This is an optimization exercise on Yosys and OpenROAD, whose aim is small area, a short achievable clock period and few clock cycles, not a production implementation.
RTL that was checked went through simulation tests only; none was proved equivalent to the original.
No activity file was given, so power comes from the tool's default toggle rates.

the previous run:
## cnn
module cnn(
  input             clk,
  input             rst,
  input             en,
  input      [7:0]  ps_rd,
  input      [7:0]  in_rd,
  input      [7:0]  w_rd,
  input      [7:0]  b_rd,
  input      [7:0]  out_rd,
  output reg        done,
  output     [15:0] ps_ra,
  output     [15:0] in_ad,
  output reg        in_we,
  output     [7:0]  in_wd,
  output     [15:0] w_ra,
  output     [15:0] b_ra,
  output     [15:0] out_ad,
  output reg        out_we,
  output     [7:0]  out_wd
);
For scale: ~5,300 cells after synthesis, ~910 flip-flops, ~0.051 sq mm of cells after synthesis.
export LEC_CHECK = 0
export CAP_MARGIN = 20
export CORE_MARGIN = 2
export CORE_UTILIZATION = 65
export CTS_BUF_LIST = sky130_fd_sc_hd__clkbuf_16
export CTS_CLUSTER_SIZE = 30
export PLACE_DENSITY = 0.75
export SLEW_MARGIN = 20
create_clock -name core_clock -period 11.0 [get_ports {clk}]
standard.sh (not shown) runs the stock make flow with config.mk's settings and CLKGATE_MAP_FILE= SYNTH_SCRIPT=/design/flow/synth_recipe.tcl, a recipe that flattens the netlist after the stock synthesis.
==> flow/flow/run.sh <==
#!/bin/bash
set -euo pipefail
export BUFFER_PORTS_ARGS="-buffer_cell sky130_fd_sc_hd__buf_2"
export SETUP_SLACK_MARGIN=7.5
bash standard.sh > standard.log 2>&1
The previous run | stages: all done | timing, DRC, antenna: all pass
Testbench counts of the previous run, summed over its fixed seeds: cycles 2,423,744.
diff inputs: the previous run => the current run
--- a/flow/design.v
+++ b/flow/design.v
@@ -55,62 +55,51 @@
 reg [15:0] wv, wa, wb;
 reg        wval, wfirst, wlast, wqlast;
 reg [5:0]  wmq;
 wire [15:0] wa_add = wa + (ph3 ? 16'd1 : NKK);
 wire [15:0] wv_next = wval ? (wlast ? (wqlast ? wa_add : wb) : wv + 16'd1) : wv;
 assign in_ad  = la;
 assign w_ra   = wa;
 assign b_ra   = {8'd0, wmq, q};
 reg [7:0]  wr0, wr1, wr2, wr3, br;    
 reg [31:0] sh, xm;             
 reg [11:0] p0, p1, p2, p3;     
-reg [7:0]  g0, g1, g2, g3;     
 reg [11:0] a00, a01, a02, a03, a10, a11, a12, a13;
 reg [11:0] a20, a21, a22, a23, a30, a31, a32, a33;
 reg [19:0] h0, h1, h2, h3;     
 reg v1, f1, l1, v2, f2, l2, l3, l4;
-function [11:0] mlo;
-  input [7:0] x;
-  input [3:0] w;
-  mlo = {{4{x[7]}}, x} * {8'd0, w};
-endfunction
-function [7:0] mhi;
-  input [7:0] x;
-  input [3:0] w;
-  mhi = x * {{4{w[3]}}, w};
+function [11:0] mul;
+  input [7:0] x, w;
+  mul = {{4{x[7]}}, x} * {{4{w[7]}}, w};
 endfunction
 function [4:0] relu;
   input [11:0] a;
   relu = a[11] ? 5'd0 : {1'b0, a[7:4]} + {4'd0, a[3]};
 endfunction
 wire [11:0] bias = {br, 4'd0};
 always @(posedge clk) begin
   wr0 <= v1 ? w_rd : 8'd0;
   wr1 <= v1 ? w_rd : 8'd0;
   wr2 <= v1 ? w_rd : 8'd0;
   wr3 <= v1 ? w_rd : 8'd0;
   br  <= b_rd;
   sh  <= {in_rd, sh[31:8]};
   if (ph1) xm <= sh;
-  p0 <= mlo(xm[7:0],   wr0[3:0]);
-  p1 <= mlo(xm[15:8],  wr1[3:0]);
-  p2 <= mlo(xm[23:16], wr2[3:0]);
-  p3 <= mlo(xm[31:24], wr3[3:0]);
-  g0 <= mhi(xm[7:0],   wr0[7:4]);
-  g1 <= mhi(xm[15:8],  wr1[7:4]);
-  g2 <= mhi(xm[23:16], wr2[7:4]);
-  g3 <= mhi(xm[31:24], wr3[7:4]);
-  a00 <= f2 ? bias : a01; a01 <= a02; a02 <= a03; a03 <= a00 + p0 + {g0, 4'd0};
-  a10 <= f2 ? bias : a11; a11 <= a12; a12 <= a13; a13 <= a10 + p1 + {g1, 4'd0};
-  a20 <= f2 ? bias : a21; a21 <= a22; a22 <= a23; a23 <= a20 + p2 + {g2, 4'd0};
-  a30 <= f2 ? bias : a31; a31 <= a32; a32 <= a33; a33 <= a30 + p3 + {g3, 4'd0};
+  p0 <= mul(xm[7:0],   wr0);
+  p1 <= mul(xm[15:8],  wr1);
+  p2 <= mul(xm[23:16], wr2);
+  p3 <= mul(xm[31:24], wr3);
+  a00 <= f2 ? bias : a01; a01 <= a02; a02 <= a03; a03 <= a00 + p0;
+  a10 <= f2 ? bias : a11; a11 <= a12; a12 <= a13; a13 <= a10 + p1;
+  a20 <= f2 ? bias : a21; a21 <= a22; a22 <= a23; a23 <= a20 + p2;
+  a30 <= f2 ? bias : a31; a31 <= a32; a32 <= a33; a33 <= a30 + p3;
 end
 reg        wbusy, wfin, wpend;
 reg [3:0]  wk;
 reg [15:0] wo, ob;
 reg        crow, cqend;
 reg [5:0]  cmq;
 reg [4:0]  owd;
 assign out_wd = {3'd0, owd};
 assign out_ad = wo;
 wire hshift = l4 | (wbusy & (wk[1:0] == 2'd3));
 always @(posedge clk) begin
## What came out
Sort the previous run and the current run by first-iteration DRC count asc -> top: the previous run
Compared with the previous run, power consumed by combinational cells in the current run decreased by more than a quarter.
Changes observed in the current run relative to the previous run: post-synthesis cell count has increased, clock latency on the worst-skew pair went up by 0.02 ns, number of distinct library cells after synthesis fell by 17%, post-route clock period utilization shows an increase of 4.3 points.
Delta (the current run minus the previous run): total of plain and repair buffers excluding clock buffers +about 17%, weighted congestion reported at the end of routability-driven placement lost 0.55%, global-route wire length before repair +about 3.3%.
Only the layout flow was run in the current run; the RTL was not checked for function there.

==> static timing again, ports no longer ideal <==
In the flow no input, the clock included, has a driving cell. The finished layouts below were timed again as built, in two steps. Step 1: set_driving_cell puts a clkbuf_16 on clk and a buf_2 on each other input, an assumption about the parent block. Step 2, shift: input delay + t, output delay - t, t = (earliest + latest rising clock arrival at the registers) / 2. This alone moves slack from input paths to output paths. Slacks: no drivers / after step 1 / after step 2; pairs: no drivers / after step 1.
run	t, ns	setup slack, ns	hold WS [ns]
the previous run	0.728	7.476 / 7.461 / 7.476	0.320 / 0.320 / 0.320
the current run	0.740	7.003 / 7.003 / 7.003	0.305 / 0.305 / 0.305
After both steps setup and hold are still met in every run listed.
